What follows belongs to an exercise in optimizing a design on an open flow for small area, a short achievable clock period and few clock cycles; a production flow would make more cautious choices. Only simulation tests tie the RTL to the original design; equivalence was not proved.

<file path="design.v">
module hash_r1 (
  input CLK
, input RST
, input emit
, input onloop
, input [31:0] ia
, input [31:0] ib
, input [31:0] ic
, input [31:0] k0
, input [31:0] k1
, input [31:0] k2
, output reg[31:0] oa
, output reg[31:0] ob
, output reg[31:0] oc
);
wire[31:0] a0 = ia + k0;
wire[31:0] b0 = ib + k1;
wire[31:0] c0 = ic + k2;
wire[31:0] a1 = (a0 - c0) ^ {c0[27:0], c0[31:28]};
wire[31:0] c1 = c0 + b0;
wire[31:0] b1 = (b0 - a1) ^ {a1[25:0], a1[31:26]};
wire[31:0] a2 = a1 + c1;
wire[31:0] c2 = (c1 - b1) ^ {b1[23:0], b1[31:24]};
wire[31:0] b2 = b1 + a2;
wire[31:0] a3 = (a2 - c2) ^ {c2[15:0], c2[31:16]};
wire[31:0] c3 = c2 + b2;
wire[31:0] b3 = (b2 - a3) ^ {a3[12:0], a3[31:13]};
wire[31:0] a4 = a3 + c3;
wire[31:0] c4 = (c3 - b3) ^ {b3[27:0], b3[31:28]};
wire[31:0] b4 = b3 + a4;
always @(posedge CLK) begin
  if (RST) begin
    oa <= 32'b0;
    ob <= 32'b0;
    oc <= 32'b0;
  end else begin
    if (emit) begin
      if (onloop) begin
        oa <= a4;
        oc <= c4;
        ob <= b4;
      end else begin
        oa <= ia;
        ob <= ib;
        oc <= ic;
      end
    end
  end
end
endmodule
module hash_r2 (
  input CLK
, input RST
, input emit
, input onloop
, input [7:0] wcount
, input [31:0] ia
, input [31:0] ib
, input [31:0] ic
, input [31:0] k0
, input [31:0] k1
, input [31:0] k2
, output reg[31:0] o
);
reg[31:0] a0, b0, c0;
wire[31:0] c1 = (c0 ^ b0) - {b0[17:0], b0[31:18]};
wire[31:0] a1 = (a0 ^ c1) - {c1[20:0], c1[31:21]};
wire[31:0] b1 = (b0 ^ a1) - {a1[6:0], a1[31:7]};
wire[31:0] c2 = (c1 ^ b1) - {b1[15:0], b1[31:16]};
wire[31:0] a2 = (a1 ^ c2) - {c2[27:0], c2[31:28]};
wire[31:0] b2 = (b1 ^ a2) - {a2[17:0], a2[31:18]};
wire[31:0] c3 = (c2 ^ b2) - {b2[7:0], b2[31:8]};
always @(posedge CLK) begin
  if (RST)
    o <= 32'b0;
  else begin
    if (emit) begin
      if (onloop)
        o <= c3;
      else
        o <= ic;
    end
  end
end
always @* begin
  case (wcount)
    8'd12: begin
      c0 = ic + k2;
      b0 = ib + k1;
      a0 = ia + k0;
    end
    8'd11: begin
      c0 = ic + (k2 & 32'h00FFFFFF);
      b0 = ib + k1;
      a0 = ia + k0;
    end
    8'd10: begin
      c0 = ic + (k2 & 32'h0000FFFF);
      b0 = ib + k1;
      a0 = ia + k0;
    end
    8'd9: begin
      c0 = ic + (k2 & 32'h000000FF);
      b0 = ib + k1;
      a0 = ia + k0;
    end
    8'd8: begin
      c0 = ic;
      b0 = ib + k1;
      a0 = ia + k0;
    end
    8'd7: begin
      c0 = ic;
      b0 = ib + (k1 & 32'h00FFFFFF);
      a0 = ia + k0;
    end
    8'd6: begin
      c0 = ic;
      b0 = ib + (k1 & 32'h0000FFFF);
      a0 = ia + k0;
    end
    8'd5: begin
      c0 = ic;
      b0 = ib + (k1 & 32'h000000FF);
      a0 = ia + k0;
    end
    8'd4: begin
      c0 = ic;
      b0 = ib;
      a0 = ia + k0;
    end
    8'd3: begin
      c0 = ic;
      b0 = ib;
      a0 = ia + (k0 & 32'h00FFFFFF);
    end
    8'd2: begin
      c0 = ic;
      b0 = ib;
      a0 = ia + (k0 & 32'h0000FFFF);
    end
    8'd1: begin
      c0 = ic;
      b0 = ib;
      a0 = ia + (k0 & 32'h000000FF);
    end
    default: begin
      c0 = ic;
      b0 = ib;
      a0 = ia;
    end
  endcase
end
endmodule
module hash (
  input CLK
, input RST
, input enable
, input onloop
, input [7:0] wcount       
, input [7:0] word         
, input [7:0] key_length   
, input [7:0] interval
, output reg valid
, output reg[31:0] hashkey
);
reg[31:0] k0, k1, k2;      
reg[3:0]  count12;         
reg       fresh;           
wire[31:0] sa, sb, sc;     
wire[31:0] lc;             
wire last  = enable & (wcount == 8'd1);
wire emit  = enable & (count12 == 4'd11) & ~last;
wire[31:0] init = 32'hDEADBEEF + key_length + interval;
wire[31:0] a    = fresh ? init : sa;
wire[31:0] b    = fresh ? init : sb;
wire[31:0] c    = fresh ? init : sc;
wire[95:0] kw = {k2, k1, k0} | ({88'b0, word} << {count12, 3'b0});
hash_r1 round ( .CLK(CLK)
              , .RST(RST)
              , .emit(emit)
              , .onloop(1'b1)
              , .ia(a)
              , .ib(b)
              , .ic(c)
              , .k0(kw[31:0])
              , .k1(kw[63:32])
              , .k2(kw[95:64])
              , .oa(sa)
              , .ob(sb)
              , .oc(sc) );
hash_r2 lastround ( .CLK(CLK)
                  , .RST(RST)
                  , .emit(last)
                  , .onloop(1'b1)
                  , .wcount({4'b0, count12} + 8'd1)
                  , .ia(a)
                  , .ib(b)
                  , .ic(c)
                  , .k0(kw[31:0])
                  , .k1(kw[63:32])
                  , .k2(kw[95:64])
                  , .o(lc) );
reg done;
always @(posedge CLK) begin
  if (RST) begin
    count12 <= 4'd0;
    fresh   <= 1'b1;
    k0      <= 32'b0;
    k1      <= 32'b0;
    k2      <= 32'b0;
  end else begin
    if (enable) begin
      if (last || count12 == 4'd11) begin
        count12 <= 4'd0;
        fresh   <= last;
        k0      <= 32'b0;
        k1      <= 32'b0;
        k2      <= 32'b0;
      end else begin
        count12 <= count12 + 4'd1;
        {k2, k1, k0} <= kw;
      end
    end
  end
end
always @(posedge CLK) begin
  if (RST) begin
    done    <= 1'b0;
    valid   <= 1'b0;
    hashkey <= 32'b0;
  end else begin
    done    <= last;
    valid   <= done;
    hashkey <= lc;
  end
end
endmodule
</file>
<file path="run.sh">
#!/bin/bash
# synth_recipe.tcl (not shown) runs the flow's synth.tcl, then flattens the netlist and writes it again
# the make line also repeats each setting of config.mk as NAME=value (left out here)
make -C /OpenROAD-flow-scripts/flow DESIGN_CONFIG=/design/flow/config.mk WORK_HOME=/design/flow/orfs CLKGATE_MAP_FILE= SYNTH_SCRIPT=/design/flow/synth_recipe.tcl finish
</file>
<file path="config.mk">
export PLATFORM = sky130hd
export DESIGN_NAME = hash
export DESIGN_NICKNAME = hash
export VERILOG_FILES = /design/flow/design.v
export SDC_FILE = /design/flow/constraint.sdc
export NUM_CORES = 8
export LEC_CHECK = 0
export CAP_MARGIN = 20
export CORE_MARGIN = 2
export CORE_UTILIZATION = 40
export SLEW_MARGIN = 20
</file>
<file path="constraint.sdc">
create_clock -name core_clock -period 40.0 [get_ports {CLK}]
set_input_delay 8.0000 -clock core_clock [delete_from_list [all_inputs] [get_ports {CLK}]]
set_output_delay 8.0000 -clock core_clock [all_outputs]
set_load 0.01 [all_outputs]
</file>
==> flow_summary.json, run 1 <==
{
  "ioPinCount": 69,
  "postCtsSetupBuffers": 0,
  "avgSynthCellArea_um2": 7.298,
  "min_path_type": "reg2reg",
  "hold_buffers": 0,
  "path_class": "in2reg",
  "core_mm2": 0.1254,
  "ctsLongestPathBuffers": 3,
  "worstPathArrival_ns": 38.53,
  "seqCellArea_mm2": 0.005269,
  "grt_start_max_net_pins": 103,
  "die_h_um": 359.0,
  "period_minus_slack_ns": 38.04,
  "clock_skew_ns": 0.03229,
  "worst_pin_slew_ns": 1.286,
  "design.die.area_mm2": 0.1289,
  "grt_util_all_layers_pct": 32.40,
  "cts_buffers": 34,
  "diodes": 0,
  "antenna_found_initial": 2,
  "grt_overflow": 0,
  "drt_iter0_drc": 4081,
  "cp-end-kind": "register",
  "max_freq_mhz": 26.29,
  "area_growth_pct": 13.82,
  "whs_path_depth": 1,
  "routabilityCongestion": 1.070,
  "max_stage_delay_ns": 0.48,
  "firstDrtPassIters": 9,
  "drive_gt1_share_pct": 9.626,
  "slew_headroom_pct": 14.24,
  "port_buffers": 67,
  "mappedNetlistNets": 7704,
  "vias": 51900,
  "cts_max_level": 2,
  "num_rows": 130,
  "required_ns": 40.49,
  "ant_nets": 0,
  "num-fill-cells": 12880,
  "async_reset_ff_share_pct": 0,
  "crit_path_max_fanout": 5,
  "clkTransAtPathRegs_ns": 0.07,
  "synth_edf_count": 0,
  "post-dp-hpwl_mm": 187.5,
  "totalWireLength_mm": 218.0,
  "cp-start-kind": "input pin",
  "synth-seq-cells": 263,
  "detail_route.wl_per_cell_um": 24.26,
  "final_nets": 8107,
  "fp.dieW_um": 359.0,
  "cts_root_buf": "clkbuf_16",
  "synthDistinctLibCells": 124,
  "vias_per_cell": 5.777,
  "dp.cells": 8923,
  "grt_pass1_wl_mm": 315.2,
  "hold_violations": 0,
  "start_util_pct": 40.19,
  "clock_latency_ns": 0.59,
  "cts_tree": "built",
  "clock-sinks": 263,
  "ys_warn_count": 3,
  "ys.flop_type": "dfxtp_1",
  "finalMaxSlewViolations": 0,
  "outcome": "timing/DRC/antenna clean",
  "multiInputGateArea_mm2": 0.04194,
  "setup_viol": 0,
  "ctsResizeCount": 0,
  "ff2ff_path_depth": 159,
  "maxCapViolCount": 0,
  "slowest_stage": "fa_1",
  "drc": 0,
  "grt_pass1_vias": 49300,
  "fin_cells": 8984,
  "synthCells": 6906,
  "min_period_over_period_pct": 95.10,
  "syn_area_mm2": 0.05040,
  "ys_seq_area_share_pct": 10.45
}
[logic make-up (layout without fill, tap and decap cells)]
family | count (synthesis) | count (layout) | synth area share [%]
fa+ha+maj | 768 | 768 | 19.37
simple gates | 1802 | 1802 | 16.97
flops | 263 | 263 | 10.45
mux | 34 | 34 | 0.7323
compound gates | 2069 | 2069 | 26.79
xor+xnor | 1065 | 1065 | 18.92
buf+inv | 905 | 1333 | 6.777
[synthesized netlist by cell type, types with 51 or more instances]
cell	number	area (µm²)
nand2b_1	77	481.7
a21o_1	225	1689
a21boi_0	94	705.7
o21a_1	110	825.8
or2_2	64	400.4
o21ai_0	391	1957
nor2b_1	117	732.0
nand3_1	100	500.5
nand2_1	485	1821
a211oi_1	51	382.9
ha_1	740	9259
a21oi_1	658	3293
xor2_1	261	2286
clkbuf_1	140	525.5
and3_1	51	319.1
xnor2_1	787	6893
inv_1	745	2796
nor3_1	151	755.7
dfxtp_1	263	5265
o21bai_1	129	968.4
nor2_1	542	2034
[final cells by class]
type | instances | share of cell area (%)
multi-input combinational | 5738 | 73.10
sequential | 263 | 9.184
timing repair buffer | 524 | 7.143
inverter | 748 | 4.894
tap | 1650 | 3.599
clock buffer | 41 | 1.601
clock inverter | 20 | 0.4777
[final timing paths]
kind	slack, ns	startpoint	to
hold / removal	0.45	done$_SDFF_PP0_	valid$_SDFF_PP0_
hold reg to reg	0.45	done$_SDFF_PP0_	valid$_SDFF_PP0_
setup / recovery	1.96	key_length[1]	lastround.o[28]$_SDFFE_PP0P_
setup reg to reg	9.59	count12[2]$_SDFFE_PP0P_	lastround.o[28]$_SDFFE_PP0P_
[cells in the final DEF (no fill, tap or decap), types with 25 or more instances in the layout]
cell type,synthesis,routed
buf_4,1,457
a221oi_1,30,28
nand3_1,100,99
nand2b_1,77,77
inv_1,745,745
xor2_1,261,260
nor2_1,542,537
a21o_1,225,225
o21ai_0,391,377
xnor2_1,787,782
clkdlybuf4s50_1,0,65
or3_1,42,42
a31oi_1,47,45
a21boi_0,94,94
mux2i_1,26,25
a21oi_1,658,653
or2_2,64,64
nand4_1,41,41
nand2_1,485,483
nor3_1,151,151
and3_1,51,51
o21a_1,110,110
ha_1,740,740
o21bai_1,129,129
and2_1,42,42
nor2b_1,117,116
a211oi_1,51,49
clkbuf_16,0,35
dfxtp_1,263,262
[registers in the layout (all words and copies together) (netlist names)]
name and cells:
k0 32, fresh 1, count12 4, round.oa 32, round.oc 32, k1 32, valid 1, done 1
hashkey 32, k2 32, round.ob 32, lastround.o 32
[routing by layer]
layer	track usage, %	up-vias	wire length (µm)
met5	0	-	27
met1	38.63	24550	88170
met2	53.97	1828	98360
met3	3.559	554	12390
met4	23.71	4	19030
li1	-	24960	-
[through the flow]
| step | TNS, ns | instance area [µm²] | setup slack, ns | hold WS (ns) | utilization (%) |
|---|---|---|---|---|---|
| 2_1_floorplan | 0 | 50400 | 4.717 | 0.4138 | - |
| 3_3_place_gp | 0 | 56060 | 0.6171 | 0.4285 | 44.70 |
| 3_5_place_dp | 0 | 56060 | 0.5861 | 0.4328 | 44.70 |
| 4_1_cts | 0 | 57250 | 0.8964 | 0.4488 | 45.65 |
| 5_1_grt | -0.4341 | 57370 | -0.1269 | 0.4702 | 45.74 |
| 6_report | 0 | 57370 | 1.961 | 0.4477 | 45.74 |
[critical path: cells and delay by family]
kind            cells  cell delay, ns
fa+ha+maj          12            3.77
buf+inv            18            2.61
simple gates       17            2.38
compound gates    107           20.29
xor+xnor            7            1.19
mux                 2            0.21
Testbench counts, summed over its fixed seeds: cycles 83,872.
==> inputs of run 2 (changes only) <==
==> design.v (replaced) <==
module hash_add32 (
  input  [31:0] x
, input  [31:0] y
, input         ci
, output [31:0] s
);
  wire [31:0] g0 = x & y;
  wire [31:0] p0 = x ^ y;
  wire [31:0] G [0:5];
  wire [31:0] P [0:5];
  assign G[0] = {g0[31:1], g0[0] | (p0[0] & ci)};
  assign P[0] = p0;
  genvar l, i;
  generate
    for (l = 0; l < 5; l = l + 1) begin : lv
      for (i = 0; i < 32; i = i + 1) begin : bt
        if ((i >> l) & 1) begin : op
          assign G[l+1][i] = G[l][i] | (P[l][i] & G[l][((i >> l) << l) - 1]);
          assign P[l+1][i] = P[l][i] & P[l][((i >> l) << l) - 1];
        end else begin : pass
          assign G[l+1][i] = G[l][i];
          assign P[l+1][i] = P[l][i];
        end
      end
    end
  endgenerate
  assign s = p0 ^ {G[5][30:0], ci};
endmodule
module hash_fstep #(parameter R = 0) (
  input  [31:0] x
, input  [31:0] y
, output [31:0] o
);
  wire [31:0] ry = (y << R) | (y >> (32 - R));
  hash_add32 u (.x(x ^ y), .y(~ry), .ci(1'b1), .s(o));
endmodule
module hash_mline (
  input  [31:0] x
, input  [31:0] y
, input  [31:0] z
, input  [31:0] ry       
, output [31:0] xo
, output [31:0] yo
);
  wire [31:0] d;
  hash_add32 us (.x(x), .y(~y), .ci(1'b1), .s(d));
  hash_add32 ua (.x(y), .y(z), .ci(1'b0), .s(yo));
  assign xo = d ^ ry;
endmodule
module hash (
  input CLK
, input RST
, input enable
, input onloop
, input [7:0] wcount       
, input [7:0] word         
, input [7:0] key_length   
, input [7:0] interval
, output reg valid
, output reg[31:0] hashkey
);
reg       i_v;             
reg       i_last;          
reg       i_rst;           
reg [7:0] i_b;
reg [7:0] i_len, i_iv;
always @(posedge CLK) begin
  i_v    <= enable & ~RST;
  i_last <= (wcount == 8'd1);
  i_rst  <= RST;
  i_b    <= word;
  i_len  <= key_length;
  i_iv   <= interval;
end
reg [8:0] s9;
always @(posedge CLK) s9 <= {1'b0, i_len} + {1'b0, i_iv};
wire [31:0] init = 32'hDEADBEEF + {23'b0, s9};
reg [3:0] pos;             
reg       fresh;           
reg       op_last;         
reg [1:0] op_lane;         
reg       op_fresh;        
reg       mb;              
reg       f1v, f2v;        
wire lane_a = (pos[3:2] == 2'd0);
wire lane_b = (pos[3:2] == 2'd1);
wire p3     = (pos[1:0] == 2'd3);
wire p10    = (pos == 4'd10);
wire p11    = (pos == 4'd11);
wire nl     = i_v & ~i_last;
wire ev_wa  = nl & p3 & lane_a;               
wire ev_wb  = nl & p3 & lane_b;               
wire ev_wc  = nl & p10;                       
wire ev_ma  = nl & p11;                       
always @(posedge CLK) begin
  if (i_rst) begin
    pos     <= 4'd0;
    fresh   <= 1'b1;
    op_last <= 1'b0;
    mb      <= 1'b0;
    f1v     <= 1'b0;
    f2v     <= 1'b0;
  end else begin
    if (i_v) begin
      pos   <= (i_last | p11) ? 4'd0 : pos + 4'd1;
      if (i_last)     fresh <= 1'b1;
      else if (ev_wa) fresh <= 1'b0;
    end
    op_last  <= i_v & i_last;
    op_lane  <= pos[3:2];
    op_fresh <= fresh;
    mb       <= ev_ma;
    f1v      <= op_last;
    f2v      <= f1v;
  end
end
reg [31:0] w;
always @(posedge CLK) begin
  if (i_v) begin
    case (pos[1:0])
      2'd0: w <= {24'b0, i_b};
      2'd1: w[15:8]  <= i_b;
      2'd2: w[23:16] <= i_b;
      2'd3: w <= p11 ? {i_b, 24'b0} : {i_b, w[23:0]};
    endcase
  end
end
reg [31:0] sa, sb, sc;
wire [31:0] w_eff = ev_wc ? {8'b0, i_b, w[15:0]} : {i_b, w[23:0]};
wire        bt_add = ev_wa | ev_wb | ev_wc;
wire [31:0] add_x = op_last ? (op_fresh ? init :
                               op_lane == 2'd0 ? sa :
                               op_lane == 2'd1 ? sb : sc)
                            : (fresh ? init : ev_wa ? sa : ev_wb ? sb : sc);
wire [31:0] add_y = op_last ? w : w_eff;
wire [31:0] add_s;
hash_add32 wadd (.x(add_x), .y(add_y), .ci(1'b0), .s(add_s));
wire [31:0] la = (op_lane == 2'd0) ? add_s : sa;
wire [31:0] lb = (op_lane == 2'd1) ? add_s : (op_fresh ? init : sb);
wire [31:0] lc = (op_lane == 2'd2) ? add_s : (op_fresh ? init : sc);
wire [31:0] fc1;
hash_fstep #(14) f1 (.x(lc), .y(lb), .o(fc1));
wire [7:0]  ctop = sc[31:24] + (mb ? 8'd0 : i_b);
wire [31:0] mc0  = {ctop, sc[23:0]};
wire [31:0] ma1, mc1, mb1, ma2, mc2, mb2;
hash_mline l1 (.x(sa),  .y(mc0), .z(sb),
               .ry(mb ? {mc0[15:0], mc0[31:16]} : {mc0[27:0], mc0[31:28]}),
               .xo(ma1), .yo(mc1));
hash_mline l2 (.x(sb),  .y(ma1), .z(mc1),
               .ry(mb ? {ma1[12:0], ma1[31:13]} : {ma1[25:0], ma1[31:26]}),
               .xo(mb1), .yo(ma2));
hash_mline l3 (.x(mc1), .y(mb1), .z(ma2),
               .ry(mb ? {mb1[27:0], mb1[31:28]} : {mb1[23:0], mb1[31:24]}),
               .xo(mc2), .yo(mb2));
always @(posedge CLK) begin
  if (op_last) begin
    sa <= la;
    sb <= lb;
    sc <= fc1;
  end else if (ev_ma | mb) begin
    sa <= ma2;
    sb <= mb2;
    sc <= mc2;
  end else if (bt_add) begin
    if (ev_wa) sa <= add_s;
    if (ev_wb) sb <= add_s;
    if (ev_wc) sc <= add_s;
    if (fresh) begin
      sb <= init;
      sc <= init;
    end
  end
end
reg [31:0] ta, tb, tc;
wire [31:0] fa1, fb1, fc2, fa2, fb2, fc3;
hash_fstep #(11) f2 (.x(sa),  .y(sc),  .o(fa1));
hash_fstep #(25) f3 (.x(sb),  .y(fa1), .o(fb1));
hash_fstep #(16) f4 (.x(sc),  .y(fb1), .o(fc2));
always @(posedge CLK) begin
  ta <= fa1;
  tb <= fb1;
  tc <= fc2;
end
hash_fstep #(4)  f5 (.x(ta),  .y(tc),  .o(fa2));
hash_fstep #(14) f6 (.x(tb),  .y(fa2), .o(fb2));
hash_fstep #(24) f7 (.x(tc),  .y(fb2), .o(fc3));
always @(posedge CLK) begin
  hashkey <= fc3;
  valid   <= f2v & ~i_rst & ~RST;
end
endmodule
==> flow_summary.json, run 2 <==
{
  "outcome": "timing/DRC/antenna clean",
  "routabilityCongestion": 1.071,
  "syn_area_mm2": 0.03436,
  "synthDistinctLibCells": 85,
  "ctsResizeCount": 0,
  "ys.flop_type": "dfxtp_1",
  "layout_common_cells": "440 x ha_1, 415 x xnor2_1, 345 x inv_1",
  "finalMaxSlewViolations": 0,
  "maxCapViolCount": 0,
  "use_met2_pct": 48.11,
  "die_h_um": 297.1,
  "holdWs_ns": 0.4473,
  "num_rows": 107,
  "rsz0062_at_grt": "no",
  "vias_per_cell": 5.815,
  "fin_area_mm2": 0.03783,
  "postCtsSetupBuffers": 0,
  "max_stage_delay_ns": 0.84,
  "cts_max_level": 2,
  "synth_edf_count": 131,
  "grt_start_max_net_pins": 76,
  "path_class": "reg2reg",
  "grt_overflow": 0,
  "required_ns": 40.47,
  "whs_path_depth": 1,
  "fp.dieW_um": 297.1,
  "drc": 0,
  "setup_viol": 0,
  "grt_busiest_layer": "met2",
  "placed_area_mm2": 0.03666,
  "ff2ff_path_depth": 37,
  "antenna_found_initial": 3,
  "synth_top_cell_area_share_pct": 16.02,
  "drt_iter0_drc": 3472,
  "worstPathArrival_ns": 11.52,
  "synth_area_leader_cell": "ha_1",
  "cp.depth": 37,
  "met1_usage_pct": 37.89,
  "final_common_cell": "ha_1",
  "hold_violations": 0,
  "worst_slack_ns": 28.96,
  "ioPinCount": 69,
  "max_freq_mhz": 90.54,
  "use_met3_pct": 5.492,
  "synth-seq-cells": 305,
  "mappedNetlistNets": 4567,
  "core_mm2": 0.08515,
  "pre_cts_ws_ns": 29.03,
  "cts_tree": "built",
  "worst_pin_slew_ns": 1.175,
  "drive_gt1_share_pct": 4.983,
  "avgSynthCellArea_um2": 8.548,
  "ctsLongestPathBuffers": 3,
  "clock-sinks": 305,
  "async_reset_ff_share_pct": 0,
  "min_period_over_period_pct": 27.61,
  "totalWireLength_mm": 141.0,
  "cts_buffers": 36,
  "grt_util_all_layers_pct": 31.03,
  "ys_seq_area_share_pct": 21.59,
  "critical_path_buf_inv_count": 4,
  "crit_top_cell": "a21oi_1",
  "clock_latency_ns": 0.58,
  "grt_pass1_vias": 28570,
  "cp_top_family": "compound AO/OA/AOI/OAI gates",
  "grt_pass1_wl_mm": 198.4,
  "area_growth_pct": 10.10,
  "synthCells": 4019,
  "clock_skew_ns": 0.02478,
  "clkTransAtPathRegs_ns": 0.06,
  "port_buffers": 67,
  "cp-start-kind": "register",
  "tns_ns": 0,
  "crit_path_max_fanout": 6,
  "cts_root_buf": "clkbuf_16",
  "min_path_type": "reg2reg",
  "cp-end-kind": "register",
  "slowest_stage": "o31ai_1",
  "ant_nets": 0,
  "period_minus_slack_ns": 11.04,
  "vias": 30580,
  "post-dp-hpwl_mm": 113.9,
  "design.die.area_mm2": 0.08825,
  "final_nets": 4635,
  "synth.most_common_cell": "ha_1",
  "detail_route.wl_per_cell_um": 26.81,
  "synthTopCellsByCount": "440 x ha_1, 416 x xnor2_1, 346 x inv_1",
  "slew_headroom_pct": 20.82,
  "ys_top_cells_by_area": "ha_1 16%, edfxtp_1 11%, xnor2_1 11%, dfxtp_1 10%, xor2_1 6.5%",
  "hold_buffers": 0,
  "start_util_pct": 40.35,
  "ys_warn_count": 2,
  "firstDrtPassIters": 6
}
==> run 2: worst paths after layout <==
check	startpoint	endpoint	slack, ns
setup reg to reg	sc[2]$_DFFE_PP_	tc[31]$_DFF_P_	28.96
hold / removal	f1v$_SDFF_PP0_	f2v$_SDFF_PP0_	0.45
hold reg to reg	f1v$_SDFF_PP0_	f2v$_SDFF_PP0_	0.45
setup / recovery	sc[2]$_DFFE_PP_	tc[31]$_DFF_P_	28.96
==> run 2: per-stage QoR <==
step	cells	util (%)
2_1_floorplan	4019	-
3_3_place_gp	5193	43.04
3_5_place_dp	5193	43.05
4_1_cts	5258	44.42
5_1_grt	5258	44.42
6_report	5259	44.42
==> run 2: layout make-up <==
cell class              count  area, µm²
clock inverters            18      185.2
flip-flops and latches    305       7426
multi-input cells        3252      25240
fillers                  8596      47320
inverters                 348       1306
diodes                      1      2.502
clock buffers              47      982.2
well taps                1144       1431
repair buffers            144       1249
==> run 2: kinds of logic after synthesis <==
group	Yosys count	synth area share, %
AOI/OAI and AO/OA	1049	19.27
xor gates and xnor gates	682	17.77
adders and majority gates	514	20.28
buffers and inverters	462	5.055
DFF	305	21.59
and+or+nand+nor	878	12.18
muxes	129	3.846
==> run 2: worst register-to-register path: cells and delay by family, from the launching register on <==
kind            cells  cell delay (ns)
compound gates     22             5.86
xor+xnor            3             0.99
fa+ha+maj           5             2.23
buf+inv             4             0.72
flops               1             0.78
simple gates        3             0.34
==> run 2: layer usage <==
layer / vias to the layer above / wire length, µm / share of wire, %
met4: 2 / 13700 / 9.7
li1: 14240 / - / -
met1: 14230 / 54110 / 38
met2: 1618 / 60620 / 43
met3: 487 / 12570 / 8.9
met5: - / 9 / 0.0064
Testbench counts of run 2, summed over its fixed seeds: cycles 83,896.
==> inputs of run 3 (changes only) <==
--- a/config.mk
+++ b/config.mk
@@ -7,2 +7,3 @@
 export LEC_CHECK = 0
+export ABC_AREA = 1
 export CAP_MARGIN = 20
==> flow_summary.json, run 3 <==
{
  "outcome": "timing/DRC/antenna clean",
  "syn_area_mm2": 0.03519,
  "grt_start_max_net_pins": 78,
  "drc": 0,
  "vias_per_cell": 5.520,
  "design.die.area_mm2": 0.09037,
  "async_reset_ff_share_pct": 0,
  "totalWireLength_mm": 149.2,
  "ys.flop_type": "dfxtp_1",
  "period_minus_slack_ns": 9.769,
  "hold_buffers": 0,
  "ff2ff_path_depth": 47,
  "use_met3_pct": 5.794,
  "num_rows": 108,
  "tns_ns": 0,
  "post-dp-hpwl_mm": 123.0,
  "finalMaxSlewViolations": 0,
  "detail_route.wl_per_cell_um": 24.05,
  "reg2reg_from": "pos[0]$_SDFFE_PP0P_",
  "ys_top_cells_by_area": "ha_1 16%, nand2_1 11%, edfxtp_1 11%, dfxtp_1 9.9%, inv_1 9.3%",
  "clkTransAtPathRegs_ns": 0.06,
  "synth_area_leader_cell": "ha_1",
  "ys_seq_area_share_pct": 21.08,
  "met1_usage_pct": 41.55,
  "cts_tree": "built",
  "rrSetupSlack_ns": 30.23,
  "synth_top_cell_area_share_pct": 15.64,
  "synthTopCellsByCount": "1052 x nand2_1, 873 x inv_1, 440 x ha_1",
  "fin_area_mm2": 0.03865,
  "drive_gt1_share_pct": 4.857,
  "drt_iter0_drc": 3818,
  "synthCells": 4952,
  "rsz0062_at_grt": "no",
  "cp-end-kind": "register",
  "cp.depth": 47,
  "layout_common_cells": "1052 x nand2_1, 871 x inv_1, 440 x ha_1",
  "start_util_pct": 40.44,
  "die_h_um": 300.6,
  "max_freq_mhz": 102.4,
  "avgSynthCellArea_um2": 7.107,
  "grt_busiest_layer": "met2",
  "use_met2_pct": 49.43,
  "synth-seq-cells": 305,
  "cp_top_family": "simple AND/OR/NAND/NOR gates",
  "grt_pass1_vias": 31340,
  "maxCapViolCount": 0,
  "ctsResizeCount": 0,
  "grt_pass1_wl_mm": 212.3,
  "clock_latency_ns": 0.60,
  "grt_overflow": 0,
  "timing.critical_path.to": "sc[16]$_DFFE_PP_",
  "clock_skew_ns": 0.04566,
  "clock-sinks": 305,
  "min_period_over_period_pct": 24.42,
  "synthDistinctLibCells": 70,
  "fp.dieW_um": 300.6,
  "ant_nets": 0,
  "synth_edf_count": 131,
  "max_stage_delay_ns": 0.67,
  "crit_top_cell": "nand2_1",
  "synth.most_common_cell": "nand2_1",
  "vias": 34250,
  "ys_warn_count": 2,
  "cp-start-kind": "register",
  "postCtsSetupBuffers": 0,
  "worstPathArrival_ns": 10.20,
  "firstDrtPassIters": 8,
  "cts_max_level": 2,
  "grt_util_all_layers_pct": 32.44,
  "reg2reg_to": "sc[16]$_DFFE_PP_",
  "min_path_type": "reg2reg",
  "area_growth_pct": 9.834,
  "required_ns": 40.43,
  "crit_start": "pos[0]$_SDFFE_PP0P_",
  "setup_viol": 0,
  "port_buffers": 67,
  "critical_path_buf_inv_count": 5,
  "slowest_stage": "ha_1",
  "worst_pin_slew_ns": 1.084,
  "cts_buffers": 37,
  "crit_path_max_fanout": 56,
  "slew_headroom_pct": 26.98,
  "core_mm2": 0.08702,
  "final_nets": 5565,
  "routabilityCongestion": 1.047,
  "cts_root_buf": "clkbuf_16",
  "hold_violations": 0,
  "ioPinCount": 69,
  "placed_area_mm2": 0.03740,
  "antenna_found_initial": 9,
  "path_class": "reg2reg",
  "mappedNetlistNets": 5500,
  "ctsLongestPathBuffers": 3,
  "final_common_cell": "nand2_1"
}
[run 3: cells by family (layout without fill, tap and decap cells)]
group | count (synthesis) | count (layout) | share of synthesized area, %
buf+inv | 991 | 1083 | 10.63
simple gates | 1727 | 1727 | 20.54
mux | 1 | 1 | 0.02844
other cells | 0 | 5 | 0
xor+xnor | 519 | 519 | 13.04
compound gates | 897 | 897 | 14.95
flops | 305 | 305 | 21.08
fa+ha+maj | 512 | 512 | 19.74
[run 3: cell type report]
cell class	instances	area, µm²
diodes	5	12.51
repair buffers	127	1121
well taps	1155	1445
clock inverters	15	132.6
clock buffers	51	1102
fillers	8969	48370
multi-input cells	3656	24080
inverters	890	3341
flip-flops and latches	305	7422
[run 3: worst min-delay path by stage]
stage,from,end,slack (ns),cells past startpoint
global route,f1v$_SDFF_PP0_,f2v$_SDFF_PP0_,0.45,2
global placement,f1v$_SDFF_PP0_,f2v$_SDFF_PP0_,0.39,2
floorplan,f1v$_SDFF_PP0_,f2v$_SDFF_PP0_,0.39,2
detailed placement,f1v$_SDFF_PP0_,f2v$_SDFF_PP0_,0.40,2
finish,f1v$_SDFF_PP0_,f2v$_SDFF_PP0_,0.41,2
CTS,f1v$_SDFF_PP0_,f2v$_SDFF_PP0_,0.41,2
[run 3: metrics by stage]
step / std cells / setup slack [ns] / hold slack, ns / util (%)
after CTS: 6199 / 30.54 / 0.4076 / 44.40
after global routing: 6199 / 29.57 / 0.4451 / 44.40
after floorplan: 4952 / 31.27 / 0.3883 / -
after detailed placement: 6133 / 30.56 / 0.3995 / 42.98
after global placement: 6133 / 30.59 / 0.3936 / 42.98
final: 6204 / 30.23 / 0.4093 / 44.42
[run 3: routing by layer]
metal  wire length (µm)  up-vias
met5                 50        -
met2              62410     1777
met3              13990      470
met4              12490        8
met1              60240    15770
li1                   -    16220
[run 3: worst reg2reg max path: cells and delay by family (launching register included)]
family                   cells  cell delay [ns]
flip-flops                   1             0.40
AO/OA/AOI/OAI               13             2.72
AND/OR/NAND/NOR             24             3.13
buffers and inverters        5             1.24
adder cells (fa/ha/maj)      5             2.14
==> inputs of run 4 (changes only) <==
==> flow/run.sh (new file) <==
#!/bin/bash
# Layout flow: the standard ORFS flow with a custom synthesis mapping
# (flow/synth.tcl, flow/abc.script) and timing repair aimed at a tighter
# setup target than the clock period. Each tool's output goes to a log here.
set -euo pipefail
W=$(pwd)
export FLOW_DIR=$W/flow
MARGIN=${FLOW_SETUP_MARGIN:-31}
VARS=(DESIGN_CONFIG=$W/config.mk WORK_HOME=$W/orfs CLKGATE_MAP_FILE=
      SYNTH_SCRIPT=$W/flow/synth.tcl)
make -C "$FLOW_HOME" "${VARS[@]}" synth > "$W/synth.log" 2>&1
make -C "$FLOW_HOME" "${VARS[@]}" SETUP_SLACK_MARGIN=$MARGIN \
  "BUFFER_PORTS_ARGS=-buffer_cell sky130_fd_sc_hd__buf_2" finish > "$W/layout.log" 2>&1
R=$W/orfs/results/$FLOW_PLATFORM/hash/base
: # left out here: write the final layout as DEF
==> flow/abc.script (new file) <==
strash
dch
amap
topo
stime -c
buffer -c
upsize -c
dnsize -c
==> flow/synth.tcl (new file) <==
proc synth {args} { yosys synth -nofsm -noshare {*}$args }
proc abc {args} {
  set i [lsearch -exact $args -script]
  if {$i >= 0} { set args [lreplace $args $i [expr {$i+1}] -script $::env(FLOW_DIR)/abc.script] }
  set i [lsearch -exact $args -D]
  if {$i >= 0} { set args [lreplace $args $i [expr {$i+1}]] }
  puts "flow: abc $args"
  yosys abc {*}$args
}
proc extract_fa {args} { puts "flow: extract_fa skipped" }
source $::env(SCRIPTS_DIR)/synth.tcl
# left out here: clear keep_hierarchy, flatten, clean up, hide names made inside functions, write 1_2_yosys.v
==> standard.sh (new file) <==
#!/bin/bash
# synth_recipe.tcl (not shown) runs the flow's synth.tcl, then flattens the netlist and writes it again
# the make line also repeats each setting of config.mk as NAME=value (left out here)
make -C /OpenROAD-flow-scripts/flow DESIGN_CONFIG=/design/flow/config.mk WORK_HOME=/design/flow/orfs CLKGATE_MAP_FILE= SYNTH_SCRIPT=/design/flow/synth_recipe.tcl "${@:-finish}"
--- a/config.mk
+++ b/config.mk
@@ -7,3 +7,2 @@
 export LEC_CHECK = 0
-export ABC_AREA = 1
 export CAP_MARGIN = 20
removed: run.sh
==> flow_summary.json, run 4 <==
{
  "hold_path_end": "valid$_DFF_P_",
  "period_minus_slack_ns": 9.015,
  "ys_warn_count": 2,
  "reg2reg_from": "op_lane[1]$_DFFE_PN_",
  "ctsLongestPathBuffers": 3,
  "vias": 38360,
  "num-fill-cells": 8267,
  "ys_seq_area_share_pct": 23.62,
  "final_nets": 5212,
  "design.die.area_mm2": 0.08076,
  "rsz0062_at_grt": "yes",
  "ff2ff_path_depth": 39,
  "num_rows": 102,
  "worstPathCellList": "buf_2",
  "slew_headroom_pct": 12.61,
  "cp-end-kind": "output pin",
  "port_buffers": 67,
  "async_reset_ff_share_pct": 0,
  "maxCapViolCount": 0,
  "grt_pass1_vias": 33100,
  "required_ns": 32.00,
  "path_class": "reg2out",
  "avgSynthCellArea_um2": 6.213,
  "cts_root_buf": "clkbuf_16",
  "totalWireLength_mm": 160.2,
  "ioPinCount": 69,
  "grt_overflow": 0,
  "die_h_um": 284.2,
  "drt_iter0_drc": 5316,
  "placed_area_mm2": 0.03325,
  "drc": 0,
  "holdWs_ns": 0.4110,
  "reg2reg_to": "sc[25]$_DFFE_PP_",
  "cts_tree": "built",
  "drive_gt1_share_pct": 11.08,
  "rrSetupSlack_ns": 31.31,
  "clkTransAtPathRegs_ns": 0.06,
  "ant_nets": 0,
  "antenna_found_initial": 4,
  "detail_route.wl_per_cell_um": 25.62,
  "setup_viol": 0,
  "core_mm2": 0.07759,
  "worstPathArrival_ns": 1.01,
  "clock_latency_ns": 0.60,
  "post-dp-hpwl_mm": 126.7,
  "worst_pin_slew_ns": 1.307,
  "synth_edf_count": 131,
  "hp-start": "f2v$_SDFF_PP0_",
  "min_period_over_period_pct": 22.54,
  "critical_path_buf_inv_count": 1,
  "fin_area_mm2": 0.03560,
  "firstDrtPassIters": 9,
  "min_path_type": "reg2reg",
  "synth_top_cell_area_share_pct": 12.53,
  "slowest_stage": "dfxtp_1",
  "grt_pass1_wl_mm": 224.7,
  "synthTopCellsByCount": "1020 x nor2_1, 668 x a21oi_1, 569 x nand2_1",
  "pre_cts_ws_ns": 30.10,
  "crit_path_max_fanout": 1,
  "vias_per_cell": 6.136,
  "hold_buffers": 0,
  "ys_top_cells_by_area": "edfxtp_1 13%, nor2_1 12%, dfxtp_1 11%, a21oi_1 11%, o21ai_0 8.9%",
  "cts_buffers": 41,
  "mappedNetlistNets": 5090,
  "whs_path_depth": 2,
  "clock_skew_ns": 0.04055,
  "ys.flop_type": "dfxtp_1",
  "synth.most_common_cell": "nor2_1",
  "hold_violations": 0,
  "tns_ns": 0,
  "synthDistinctLibCells": 95,
  "grt_util_all_layers_pct": 37.96,
  "start_util_pct": 40.47,
  "routabilityCongestion": 1.087,
  "area_growth_pct": 13.36,
  "clock-sinks": 305,
  "synthCells": 5054,
  "synth-seq-cells": 305,
  "outcome": "timing/DRC/antenna clean",
  "cts_max_level": 2,
  "max_stage_delay_ns": 0.29,
  "cp-start-kind": "register",
  "synth_area_leader_cell": "edfxtp_1",
  "max_freq_mhz": 110.9,
  "final_common_cell": "nor2_1",
  "cp_top_family": "flip-flops",
  "worst_slack_ns": 30.99,
  "fp.dieW_um": 284.2,
  "finalMaxSlewViolations": 0,
  "layout_common_cells": "1015 x nor2_1, 638 x a21oi_1, 567 x nand2_1",
  "syn_area_mm2": 0.03140,
  "grt_start_max_net_pins": 70
}
-- run 4: cell count changes in the layout (fill, tap and decap cells not counted), moves of 63 or more --
cell / delta
inv_1: -365
nand3_1: -178
a21oi_1: +364
xor2_1: -331
xnor2_1: -160
o21ai_0: +248
clkdlybuf4s50_1: -67
ha_1: -440
nand2_1: -485
nor2_1: +726
fa_1: -72
buf_2: +63
o22ai_1: +269
-- run 4: worst max-delay path by stage --
| stage | from | to | slack (ns) | cells past startpoint |
|---|---|---|---|---|
| finish | valid$_DFF_P_ | valid | 30.99 | 1 |
| global route | pos[0]$_SDFFE_PP0P_ | sc[31]$_DFFE_PP_ | 30.88 | 47 |
| CTS | valid$_DFF_P_ | valid | 30.97 | 1 |
| detailed placement | sc[6]$_DFFE_PP_ | sc[21]$_DFFE_PP_ | 30.10 | 36 |
| global placement | sc[6]$_DFFE_PP_ | sc[21]$_DFFE_PP_ | 30.10 | 36 |
| floorplan | wcount[2] | i_last$_DFF_P_ | 31.21 | 2 |
-- run 4: kinds of logic (layout without fill, tap and decap cells) --
kind of cell | Yosys count | after routing | share of synthesized area, %
AND/OR/NAND/NOR | 1883 | 1883 | 25.18
XOR/XNOR | 23 | 23 | 0.6415
other | 0 | 5 | 0
flip-flops | 305 | 305 | 23.62
buffers and inverters | 694 | 846 | 8.471
AO/OA/AOI/OAI | 2149 | 2149 | 42.09
-- run 4: metal layers --
| layer | track usage [%] | share of wire [%] |
|---|---|---|
| met4 | 31.59 | 10 |
| met1 | 46.10 | 37 |
| met2 | 56.60 | 41 |
| met5 | 0 | 0 |
| met3 | 9.294 | 11 |
-- run 4: per-stage QoR --
stage                     utilization, %  instances
after floorplan                        -       5054
after global placement             42.84       6135
after detailed placement           42.85       6135
after CTS                          44.78       6210
after global routing               45.86       6247
final                              45.88       6251
-- run 4: worst reg2reg max path: cells and delay by family (launching register included) --
kind	cells	cell delay, ns
AO/OA/AOI/OAI	18	3.77
flip-flops	1	0.77
buffers and inverters	4	1.16
AND/OR/NAND/NOR	17	2.67
-- run 4: cell type report --
cell class	instances	area (µm²)	share of cell area [%]
multi-input cells	4055	21900	61.53
flip-flops and latches	305	7430	20.87
inverters	580	2205	6.193
repair buffers	193	1388	3.898
well taps	1040	1301	3.656
clock buffers	55	1160	3.258
clock inverters	18	200.2	0.5624
diodes	5	12.51	0.03515
-- run 4: what timing repair did --
item	4_1_cts	5_1_grt
pin swaps	0	15
resized for setup	27	106
setup buffers	2	36
setup endpoints to repair	67	95
==> inputs of run 5 (changes only) <==
--- a/design.v
+++ b/design.v
@@ -82,3 +82,3 @@
 reg       op_fresh;        
-reg       mb;              
+reg       m2, m3;          
 reg       f1v, f2v;        
@@ -99,3 +99,4 @@
     op_last <= 1'b0;
-    mb      <= 1'b0;
+    m2      <= 1'b0;
+    m3      <= 1'b0;
     f1v     <= 1'b0;
@@ -111,3 +112,4 @@
     op_fresh <= fresh;
-    mb       <= ev_ma;
+    m2       <= ev_ma;
+    m3       <= m2;
     f1v      <= op_last;
@@ -128,8 +130,22 @@
 reg [31:0] sa, sb, sc;
-wire [31:0] w_eff = ev_wc ? {8'b0, i_b, w[15:0]} : {i_b, w[23:0]};
+wire        m1   = ev_ma;
+wire [7:0]  ctop = sc[31:24] + (m1 ? i_b : 8'd0);
+wire [31:0] mx   = sa;
+wire [31:0] my   = {ctop, sc[23:0]};
+wire [31:0] mz   = sb;
+wire [31:0] mx1, my1, mz1, mx2;
+hash_mline la_ (.x(mx),  .y(my),  .z(mz),
+                .ry(m1 ? {my[27:0], my[31:28]} : m2 ? {my[23:0], my[31:24]} : {my[12:0], my[31:13]}),
+                .xo(mx1), .yo(my1));
+hash_mline lb_ (.x(mz),  .y(mx1), .z(my1),
+                .ry(m1 ? {mx1[25:0], mx1[31:26]} : m2 ? {mx1[15:0], mx1[31:16]} : {mx1[27:0], mx1[31:28]}),
+                .xo(mz1), .yo(mx2));
+wire        mg     = m3 & op_last;
+wire [31:0] w_eff  = ev_wc ? {8'b0, i_b, w[15:0]} : {i_b, w[23:0]};
 wire        bt_add = ev_wa | ev_wb | ev_wc;
-wire [31:0] add_x = op_last ? (op_fresh ? init :
-                               op_lane == 2'd0 ? sa :
-                               op_lane == 2'd1 ? sb : sc)
-                            : (fresh ? init : ev_wa ? sa : ev_wb ? sb : sc);
+wire [31:0] add_x  = mg ? my1 :
+                     op_last ? (op_fresh ? init :
+                                op_lane == 2'd0 ? sa :
+                                op_lane == 2'd1 ? sb : sc)
+                             : (fresh ? init : ev_wa ? sa : ev_wb ? sb : sc);
 wire [31:0] add_y = op_last ? w : w_eff;
@@ -137,19 +153,7 @@
 hash_add32 wadd (.x(add_x), .y(add_y), .ci(1'b0), .s(add_s));
-wire [31:0] la = (op_lane == 2'd0) ? add_s : sa;
-wire [31:0] lb = (op_lane == 2'd1) ? add_s : (op_fresh ? init : sb);
-wire [31:0] lc = (op_lane == 2'd2) ? add_s : (op_fresh ? init : sc);
+wire [31:0] la = (mg | op_lane == 2'd0) ? add_s : sa;
+wire [31:0] lb = mg ? mx2 : (op_lane == 2'd1) ? add_s : (op_fresh ? init : sb);
+wire [31:0] lc = mg ? mz1 : (op_lane == 2'd2) ? add_s : (op_fresh ? init : sc);
 wire [31:0] fc1;
 hash_fstep #(14) f1 (.x(lc), .y(lb), .o(fc1));
-wire [7:0]  ctop = sc[31:24] + (mb ? 8'd0 : i_b);
-wire [31:0] mc0  = {ctop, sc[23:0]};
-wire [31:0] ma1, mc1, mb1, ma2, mc2, mb2;
-hash_mline l1 (.x(sa),  .y(mc0), .z(sb),
-               .ry(mb ? {mc0[15:0], mc0[31:16]} : {mc0[27:0], mc0[31:28]}),
-               .xo(ma1), .yo(mc1));
-hash_mline l2 (.x(sb),  .y(ma1), .z(mc1),
-               .ry(mb ? {ma1[12:0], ma1[31:13]} : {ma1[25:0], ma1[31:26]}),
-               .xo(mb1), .yo(ma2));
-hash_mline l3 (.x(mc1), .y(mb1), .z(ma2),
-               .ry(mb ? {mb1[27:0], mb1[31:28]} : {mb1[23:0], mb1[31:24]}),
-               .xo(mc2), .yo(mb2));
 always @(posedge CLK) begin
@@ -159,6 +163,6 @@
     sc <= fc1;
-  end else if (ev_ma | mb) begin
-    sa <= ma2;
-    sb <= mb2;
-    sc <= mc2;
+  end else if (m1 | m2 | m3) begin
+    sa <= my1;
+    sc <= mz1;
+    sb <= mx2;
   end else if (bt_add) begin
--- a/flow/run.sh
+++ b/flow/run.sh
@@ -12,3 +12,4 @@
 make -C "$FLOW_HOME" "${VARS[@]}" SETUP_SLACK_MARGIN=$MARGIN \
-  "BUFFER_PORTS_ARGS=-buffer_cell sky130_fd_sc_hd__buf_2" finish > "$W/layout.log" 2>&1
+  "BUFFER_PORTS_ARGS=-buffer_cell sky130_fd_sc_hd__buf_2" ${FLOW_TARGET:-finish} > "$W/layout.log" 2>&1
+[ "${FLOW_TARGET:-finish}" = finish ] || exit 0
 R=$W/orfs/results/$FLOW_PLATFORM/hash/base
--- a/config.mk
+++ b/config.mk
@@ -10,2 +10,4 @@
 export CORE_UTILIZATION = 40
+export CTS_CLUSTER_DIAMETER = 80
+export CTS_CLUSTER_SIZE = 20
 export SLEW_MARGIN = 20
==> flow_summary.json, run 5 <==
{
  "outcome": "timing/DRC/antenna clean",
  "hp-start": "f1v$_SDFF_PP0_",
  "synthAdderAreaFrac_pct": 0,
  "hold_buffers": 0,
  "max_freq_mhz": 110.1,
  "detail_route.wl_per_cell_um": 26.15,
  "num_rows": 101,
  "tns_ns": 0,
  "clkTransAtPathRegs_ns": 0.09,
  "finalMaxSlewViolations": 0,
  "drive_gt1_share_pct": 15.23,
  "setup_viol": 0,
  "whs_path_depth": 1,
  "synthMuxAreaShare_pct": 0,
  "ys_warn_count": 2,
  "cts_buffers": 30,
  "worstPathCellList": "buf_6",
  "ff2ff_path_depth": 51,
  "final_nets": 4905,
  "fp.dieW_um": 279.6,
  "synthTopCellsByCount": "985 x nor2_1, 584 x a21oi_1, 501 x nand2_1",
  "ant_nets": 0,
  "synth_area_leader_cell": "edfxtp_1",
  "rrSetupSlack_ns": 31.27,
  "cp-end-kind": "output pin",
  "ys_seq_area_share_pct": 24.47,
  "ioPinCount": 69,
  "worstPathArrival_ns": 1.08,
  "synth_top_family_by_area": "compound AO/OA/AOI/OAI gates",
  "avgSynthCellArea_um2": 6.390,
  "synth.most_common_cell": "nor2_1",
  "port_buffers": 67,
  "die_h_um": 279.6,
  "cts_root_buf": "clkbuf_16",
  "clock_skew_ns": 0.06576,
  "path_class": "reg2out",
  "grt_pass1_wl_mm": 215.0,
  "clock-sinks": 306,
  "ys.flop_type": "dfxtp_1",
  "worst_pin_slew_ns": 1.228,
  "cts_tree": "built",
  "holdWs_ns": 0.4551,
  "drc": 0,
  "hold_violations": 0,
  "maxCapViolCount": 0,
  "dp.cells": 5744,
  "mappedNetlistNets": 4792,
  "ctsLongestPathBuffers": 3,
  "synthCells": 4756,
  "fin_area_mm2": 0.03493,
  "post-dp-hpwl_mm": 120.5,
  "totalWireLength_mm": 153.5,
  "critical_path_buf_inv_count": 1,
  "layout_common_cells": "962 x nor2_1, 533 x a21oi_1, 499 x nand2_1",
  "grt_start_max_net_pins": 58,
  "min_path_type": "reg2reg",
  "hold_path_end": "f2v$_SDFF_PP0_",
  "grt_overflow": 0,
  "final_common_cell": "nor2_1",
  "cts_max_level": 1,
  "period_minus_slack_ns": 9.085,
  "syn_area_mm2": 0.03039,
  "placed_area_mm2": 0.03205,
  "start_util_pct": 40.21,
  "core_mm2": 0.07557,
  "grt_util_all_layers_pct": 37.74,
  "slowest_stage": "dfxtp_2",
  "synthDistinctLibCells": 106,
  "synth_compound_area_share_pct": 42.21,
  "ys_top_cells_by_area": "edfxtp_1 13%, nor2_1 12%, dfxtp_1 12%, a21oi_1 9.6%, o21ai_0 8.0%",
  "routabilityCongestion": 1.034,
  "cp_top_family": "flip-flops",
  "synth-xor-area-share_pct": 0.7493,
  "firstDrtPassIters": 9,
  "reg2reg_to": "sc[20]$_DFFE_PP_",
  "slew_headroom_pct": 18.13,
  "cp-start-kind": "register",
  "async_reset_ff_share_pct": 0,
  "vias": 36160,
  "synth_top_cell_area_share_pct": 12.94,
  "crit_path_max_fanout": 1,
  "min_period_over_period_pct": 22.71,
  "fin_cells": 5872,
  "antenna_found_initial": 3,
  "drt_iter0_drc": 4766,
  "max_stage_delay_ns": 0.32,
  "yosys.area_share.simple_pct": 24.15,
  "reg2reg_from": "pos[3]$_SDFFE_PP0P_",
  "required_ns": 32.00,
  "grt_pass1_vias": 31360,
  "vias_per_cell": 6.158,
  "synth-seq-cells": 306,
  "synth_edf_count": 131,
  "area_growth_pct": 14.92,
  "rsz0062_at_grt": "yes",
  "design.die.area_mm2": 0.07820,
  "clock_latency_ns": 0.67
}
==> run 5: per-layer routing <==
metal,global-route usage [%],part of all wire (%)
met2,57.08,41
met5,0,0.0072
met3,8.173,11
met4,30.41,10
met1,46.26,37
==> run 5: cell families (layout without fill, tap and decap cells) <==
logic type / after synthesis / after routing
compound gates: 2021 / 2021
xor+xnor: 26 / 26
buf+inv: 662 / 798
flops: 306 / 306
other cells: 0 / 2
simple gates: 1741 / 1741
==> run 5: cell type report <==
class,count,area (µm²)
inverter,513,1986
sequential,306,7463
clock inverter,21,289.0
clock buffer,34,785.8
fill,7879,40640
multi-input combinational,3788,21420
antenna,2,5.005
tap,978,1224
timing repair buffer,230,1750
==> run 5: worst max path at each step <==
stage | slack, ns | depth (start not counted) | start | end
2_1_floorplan | 31.52 | 2 | wcount[5] | i_last$_DFF_P_
3_3_place_gp | 29.47 | 41 | pos[0]$_SDFFE_PP0P_ | sc[20]$_DFFE_PP_
3_5_place_dp | 29.49 | 41 | pos[0]$_SDFFE_PP0P_ | sc[20]$_DFFE_PP_
4_1_cts | 30.87 | 1 | valid$_DFF_P_ | valid
5_1_grt | 30.82 | 54 | pos[3]$_SDFFE_PP0P_ | sc[26]$_DFFE_PP_
6_report | 30.92 | 1 | valid$_DFF_P_ | valid
==> run 5: metrics by stage <==
stage	utilization, %	setup WS [ns]
after floorplan	-	31.52
after global routing	46.21	30.82
after detailed placement	42.42	29.49
final	46.22	30.92
after CTS	44.42	30.87
after global placement	42.42	29.47
==> run 5: what timing repair did <==
item / 4_1_cts / 5_1_grt
setup buffers: 18 / 52
gates resized for setup: 59 / 214
pin swaps: 6 / 25
setup endpoints to repair: 62 / 87
Testbench counts of run 5, summed over its fixed seeds: cycles 83,896.
==> inputs of run 6 (changes only) <==
--- a/design.v
+++ b/design.v
@@ -84,12 +84,12 @@
 reg       f1v, f2v;        
-wire lane_a = (pos[3:2] == 2'd0);
-wire lane_b = (pos[3:2] == 2'd1);
-wire p3     = (pos[1:0] == 2'd3);
-wire p10    = (pos == 4'd10);
-wire p11    = (pos == 4'd11);
-wire nl     = i_v & ~i_last;
-wire ev_wa  = nl & p3 & lane_a;               
-wire ev_wb  = nl & p3 & lane_b;               
-wire ev_wc  = nl & p10;                       
-wire ev_ma  = nl & p11;                       
+wire p11 = (pos == 4'd11);
+wire [3:0] pnext = i_rst ? 4'd0 : ~i_v ? pos : (i_last | p11) ? 4'd0 : pos + 4'd1;
+wire       pnl   = enable & ~RST & (wcount != 8'd1);
+reg        ev_wa, ev_wb, ev_wc, ev_ma;
+always @(posedge CLK) begin
+  ev_wa <= pnl & (pnext == 4'd3);             
+  ev_wb <= pnl & (pnext == 4'd7);             
+  ev_wc <= pnl & (pnext == 4'd10);            
+  ev_ma <= pnl & (pnext == 4'd11);            
+end
 always @(posedge CLK) begin
@@ -104,4 +104,4 @@
   end else begin
+    pos <= pnext;
     if (i_v) begin
-      pos   <= (i_last | p11) ? 4'd0 : pos + 4'd1;
       if (i_last)     fresh <= 1'b1;
--- a/config.mk
+++ b/config.mk
@@ -12,2 +12,4 @@
 export CTS_CLUSTER_SIZE = 20
+export PLACE_DENSITY = 0.75
 export SLEW_MARGIN = 20
+export TNS_END_PERCENT = 20
==> flow_summary.json, run 6 <==
{
  "ioPinCount": 69,
  "synth-seq-cells": 310,
  "cts_root_buf": "clkbuf_16",
  "worstPathCellList": "buf_2",
  "grt_start_max_net_pins": 68,
  "vias_per_cell": 6.255,
  "async_reset_ff_share_pct": 0,
  "cp-start-kind": "register",
  "drc": 0,
  "grt_pass1_vias": 31050,
  "cp_top_family": "flip-flops",
  "firstDrtPassIters": 10,
  "area_growth_pct": 12.37,
  "synthTopCellsByCount": "1028 x nor2_1, 645 x a21oi_1, 518 x nand2_1",
  "die_h_um": 278.2,
  "cp-end-kind": "output pin",
  "synth.most_common_cell": "nor2_1",
  "cts_tree": "built",
  "ys_seq_area_share_pct": 24.99,
  "slew_headroom_pct": 20.07,
  "period_minus_slack_ns": 9.058,
  "final_nets": 4919,
  "grt_pass1_wl_mm": 201.5,
  "hold_violations": 0,
  "finalMaxSlewViolations": 0,
  "slowest_stage": "dfxtp_1",
  "synthDistinctLibCells": 94,
  "hold_buffers": 0,
  "max_freq_mhz": 110.4,
  "synth_area_leader_cell": "edfxtp_1",
  "ys.flop_type": "dfxtp_1",
  "syn_area_mm2": 0.03008,
  "grt_overflow": 0,
  "ys_warn_count": 2,
  "tns_ns": 0,
  "rsz0062_at_grt": "yes",
  "clock_latency_ns": 0.64,
  "worstPathArrival_ns": 1.06,
  "layout_common_cells": "1017 x nor2_1, 611 x a21oi_1, 517 x nand2_1",
  "setup_viol": 0,
  "fp.dieW_um": 278.2,
  "critical_path_buf_inv_count": 1,
  "mappedNetlistNets": 4855,
  "routabilityCongestion": 1.073,
  "drt_iter0_drc": 5295,
  "detail_route.wl_per_cell_um": 24.56,
  "cts_buffers": 27,
  "synth_top_cell_area_share_pct": 13.08,
  "clock-sinks": 310,
  "design.die.area_mm2": 0.07741,
  "final_common_cell": "nor2_1",
  "max_stage_delay_ns": 0.31,
  "num_rows": 100,
  "antenna_found_initial": 1,
  "grt_util_all_layers_pct": 35.11,
  "clock_skew_ns": 0.04327,
  "totalWireLength_mm": 144.3,
  "cts_max_level": 1,
  "synthCells": 4819,
  "outcome": "timing/DRC/antenna clean",
  "drive_gt1_share_pct": 10.36,
  "post-dp-hpwl_mm": 111.9,
  "core_mm2": 0.07445,
  "ctsLongestPathBuffers": 3,
  "synth_edf_count": 131,
  "clkTransAtPathRegs_ns": 0.07,
  "holdWs_ns": 0.4342,
  "min_path_type": "reg2reg",
  "avgSynthCellArea_um2": 6.242,
  "ys_top_cells_by_area": "edfxtp_1 13%, nor2_1 13%, dfxtp_1 12%, a21oi_1 11%, o21ai_0 8.0%",
  "port_buffers": 67,
  "vias": 36740,
  "required_ns": 32.00,
  "maxCapViolCount": 0,
  "worst_pin_slew_ns": 1.186,
  "start_util_pct": 40.41,
  "diodes": 0,
  "min_period_over_period_pct": 22.65,
  "ant_nets": 0,
  "crit_path_max_fanout": 1,
  "path_class": "reg2out"
}
run 6: cell types whose count changed in the layout (fill, tap and decap cells not counted), sizes merged, moves of 11 or more:
cell / previous run / this run
buf: 230 / 185
a21oi: 622 / 660
a22oi: 94 / 56
a221oi: 26 / 50
o221ai: 44 / 66
nor2: 1013 / 1033
o32ai: 42 / 61
a222oi: 29 / 14
nand2: 508 / 519
o211ai: 8 / 19
o32a: 18 / 7
or3: 12 / 23
run 6: worst paths after layout:
kind | from | to | slack (ns) | cells past startpoint
hold reg to reg | i_last$_DFF_P_ | op_last$_SDFF_PP0_ | 0.43 | 2
setup reg to reg | sb[1]$_DFFE_PP_ | sc[25]$_DFFE_PP_ | 31.10 | 42
setup / recovery | valid$_DFF_P_ | valid | 30.94 | 1
hold / removal | i_last$_DFF_P_ | op_last$_SDFF_PP0_ | 0.43 | 2
run 6: metrics by stage:
stage | utilization (%) | instance area [µm²] | worst slack (ns) | instances
after floorplan | - | 30090 | 31.01 | 4819
after global placement | 42.51 | 31640 | 30.18 | 5781
after detailed placement | 42.51 | 31640 | 30.16 | 5781
after CTS | 44.11 | 32840 | 30.92 | 5839
after global routing | 45.40 | 33800 | 30.86 | 5873
final | 45.40 | 33800 | 30.94 | 5873
run 6: cell type report:
cell class / instances / area [µm²]
Fill cell: 7826 / 40650
Clock inverter: 19 / 299.0
Sequential cell: 310 / 7527
Multi-Input combinational cell: 3838 / 20780
Tap cell: 969 / 1212
Inverter: 520 / 1979
Clock buffer: 31 / 700.7
Timing Repair Buffer: 186 / 1299
run 6: routing by layer:
| metal | up-vias | global-route usage (%) | part of all wire, % |
|---|---|---|---|
| li1 | 17560 | - | - |
| met1 | 15980 | 42.43 | 36 |
| met2 | 2600 | 50.96 | 40 |
| met3 | 598 | 11.27 | 14 |
| met4 | 2 | 28.50 | 10 |
| met5 | - | 0 | 0.0090 |
run 6: cell families after synthesis:
family	Yosys count	synth area share, %
simple gates	1769	23.89
buf+inv	671	8.481
xor+xnor	17	0.4950
compound gates	2052	42.14
flops	310	24.99
run 6: what timing repair did:
action / in CTS / in global routing
cloned: 0 / 1
setup endpoints to repair: 66 / 76
buffers inserted: 8 / 33
resized for setup: 29 / 145
pin swaps: 3 / 9
Testbench counts of run 6, summed over its fixed seeds: cycles 83,896.

-- static timing again, ports no longer ideal --
No port has a modelled driver above. Below, the same layouts with a new extraction and two added sets of constraints.
Step 1, drivers: a clkbuf_16 drives CLK and a buf_2 each remaining input, both assumed.
Step 2 adds t to the input delays and takes it off the output delays; t is the mean of the earliest and latest rising clock arrival at the registers after step 1. Input paths then give back, and output paths get back, about the clock's delay inside the block.
Slacks: ideal / step 1 / step 2; pairs: ideal / step 1.
| run | shift t [ns] | setup WS [ns] | cell pins on the clock port's net |
|---|---|---|---|
| run 1 | 0.655 | 1.961 / 2.008 / 1.353 | 1 |
| run 2 | 0.631 | 28.956 / 28.956 / 28.956 | 1 |
| run 3 | 0.638 | 30.231 / 30.231 / 30.231 | 1 |
| run 4 | 0.659 | 30.986 / 30.911 / 31.098 | 1 |
| run 5 | 0.707 | 30.915 / 30.847 / 31.271 | 1 |
| run 6 | 0.688 | 30.942 / 30.869 / 30.833 | 1 |
After both steps every run listed still meets setup and hold. For run 1, which loses most, drivers alone change the setup slack by +0.047 ns; drivers and shift together by -0.608 ns.
